From an optimization exercise on the open Yosys and OpenROAD flow, aimed at small area, a short achievable clock period and few clock cycles; shortcuts taken in it are not production practice.
Power is estimated from default activity; no workload was simulated.

Setup of v6:
## ALU
module ALU(
    input wire clk,
    input wire rst_n,
    input wire [7:0] A,
    input wire [7:0] B,
    input wire start,
    input wire [2:0] opcode,
    output wire [15:0] result,
    output wire done
);
Size in the first run: ~330 cells after synthesis, roughly 21 flip-flops, ~39 I/O pins, ~1900 µm² of cells after synthesis.
==> module ALU, before the edit <==
module ALU(
    input wire clk,
    input wire rst_n,
    input wire [7:0] A,
    input wire [7:0] B,
    input wire start,
    input wire [2:0] opcode,
    output wire [15:0] result,
    output wire done
);
    reg [15:0] P;        
    reg        busy;     
    reg        done_r;
    reg [2:0]  cnt;
    wire mul  = opcode[2];
    wire zero = ~(|A) | ~(|B);
    wire ones = (&A) | (&B);
    wire [7:0] X = busy ? P[15:8] : B;
    wire [7:0] Y = A & {8{~busy | P[0]}};
    wire [8:0] S = {1'b0, X} + {1'b0, Y};
    wire [7:0] p = X ^ Y;
    wire [7:0] c = S[7:0] ^ p;               
    wire m_ones = mul & ~zero & ones;
    wire m_gen  = mul & ~zero & ~ones;
    wire is_and = ~mul & (opcode[1:0] == 2'b10);
    wire use_c  = ~mul & opcode[0] & ~opcode[1] | m_ones;
    wire [7:0] lo = is_and ? (X & Y) : ((p ^ (c & {8{use_c}})) ^ {8{m_ones}});
    wire [7:0] hi = m_ones ? S[7:0] : {7'h00, S[8] & ~mul & opcode[0] & ~opcode[1]};
    always @(posedge clk) begin
        if (busy)
            P <= {S, P[7:1]};
        else if (m_gen)
            P <= {1'b0, A & {8{B[0]}}, B[7:1]};
        else if (mul & zero)
            P <= 16'h0000;
        else
            P <= {hi, lo};
    end
    always @(posedge clk) begin
        if (~rst_n) begin
            busy   <= 1'b0;
            done_r <= 1'b0;
        end else begin
            busy   <= start;
            done_r <= start & (busy ? (mul & (cnt == 3'd6)) : (~mul | zero | ones));
        end
        cnt <= busy ? cnt + 3'd1 : 3'd0;
    end
    assign result = P;
    assign done   = done_r;
endmodule
export LEC_CHECK = 0
export ABC_AREA = 1
export CAP_MARGIN = 20
export CORE_MARGIN = 2
export CORE_UTILIZATION = 40
export SETUP_SLACK_MARGIN = 2.8
export SLEW_MARGIN = 20
create_clock -name core_clock -period 5.0 [get_ports {clk}]
standard.sh (not shown) runs the stock make flow with config.mk's settings and CLKGATE_MAP_FILE= SYNTH_SCRIPT=/design/flow/synth_recipe.tcl, a recipe that flattens the netlist after the stock synthesis.
==> flow/flow/run.sh <==
#!/bin/bash
# The standard layout, with the port buffers made from small buffers
# (sky130_fd_sc_hd__buf_2) instead of the delay buffers buffer_ports picks.
set -euo pipefail
export BUFFER_PORTS_ARGS="-buffer_cell sky130_fd_sc_hd__buf_2"
export ADDER_MAP_FILE=
bash standard.sh > standard.log 2>&1
Input-level comparison between v7 and v6:
==> flow/design.v <==
module ALU(
    input wire clk,
    input wire rst_n,
    input wire [7:0] A,
    input wire [7:0] B,
    input wire start,
    input wire [2:0] opcode,
    output wire [15:0] result,
    output wire done
);
    reg [15:0] P;        
    reg        busy;     
    reg        done_r;
    reg [2:0]  cnt;
    wire mul  = opcode[2];
    wire zero = ~(|A) | ~(|B);
    wire ones = (&A) | (&B);
    wire ones_nz = ((&A) & (|B)) | ((&B) & (|A));    
    wire [7:0] X = busy ? P[15:8] : B;
    wire [7:0] Y = A & {8{~busy | P[0]}};
    wire [8:0] S = {1'b0, X} + {1'b0, Y};
    always @(posedge clk) begin
        if (busy)
            P <= {S, P[7:1]};
        else if (mul)
            P <= ones_nz ? {S[7:0], ~S[7:0]} :
                           {1'b0, A & {8{B[0]}}, B[7:1] & {7{|A}}};
        else case (opcode[1:0])
            2'b01:   P <= {7'h00, S};
            2'b10:   P <= {8'h00, X & Y};
            2'b11:   P <= {8'h00, X ^ Y};
            default: P <= 16'h0000;
        endcase
    end
    always @(posedge clk) begin
        if (~rst_n) begin
            busy   <= 1'b0;
            done_r <= 1'b0;
        end else begin
            busy   <= start;
            done_r <= start & (busy ? (mul & (cnt == 3'd6)) : (~mul | zero | ones));
        end
        cnt <= busy ? cnt + 3'd1 : 3'd0;
    end
    assign result = P;
    assign done   = done_r;
endmodule
==> comparison <==
Compared with v6, in v7 number of flip-flops and latches in the synthesized netlist stayed essentially flat, met1 track demand over resource in global routing grew by 0.75 points, number of max-cap violations has remained practically unchanged.
v7 against v6: worst hold slack lost 0.0087 ns, gate count after technology mapping lost 5, timing-limited maximum frequency picked up an extra 2.2%, clock share of power lost 0.4 points, minimum clock period after layout lost 0.049 ns.
Against v6, v7 reports a routed wire length that is lower.
v7 ended with more sequential share of layout area than v6.
| final critical-path share of the clock period | v7 vs v6 | 0.98 points lower |
No functional check of the RTL was part of any run of this note.

## separate check: timing with driven ports
The flow's constraints put no driver on any port. The routed layouts listed below were extracted and timed again, unchanged, in two steps. Step 1 assumes that a clkbuf_16 drives the clock port and a buf_2 every other input. Step 2 adds t to the input delays and takes it off the output delays; t is the mean of the earliest and latest rising clock arrival at the registers after step 1. Input paths then give back, and output paths get back, about the clock's delay inside the block. a / b / c = ideal / step 1 / step 2; a / b = the first two.
| run | t (ns) | slack for setup (ns) | cell pins on the clock port's net |
|---|---|---|---|
| v6 | 0.293 | 2.762 / 2.721 / 2.428 | 1 |
| v7 | 0.285 | 2.811 / 2.796 / 2.511 | 1 |
After both steps every run listed still meets setup and hold. For v6, which loses most, drivers alone change the setup slack by -0.041 ns; drivers and shift together by -0.334 ns.
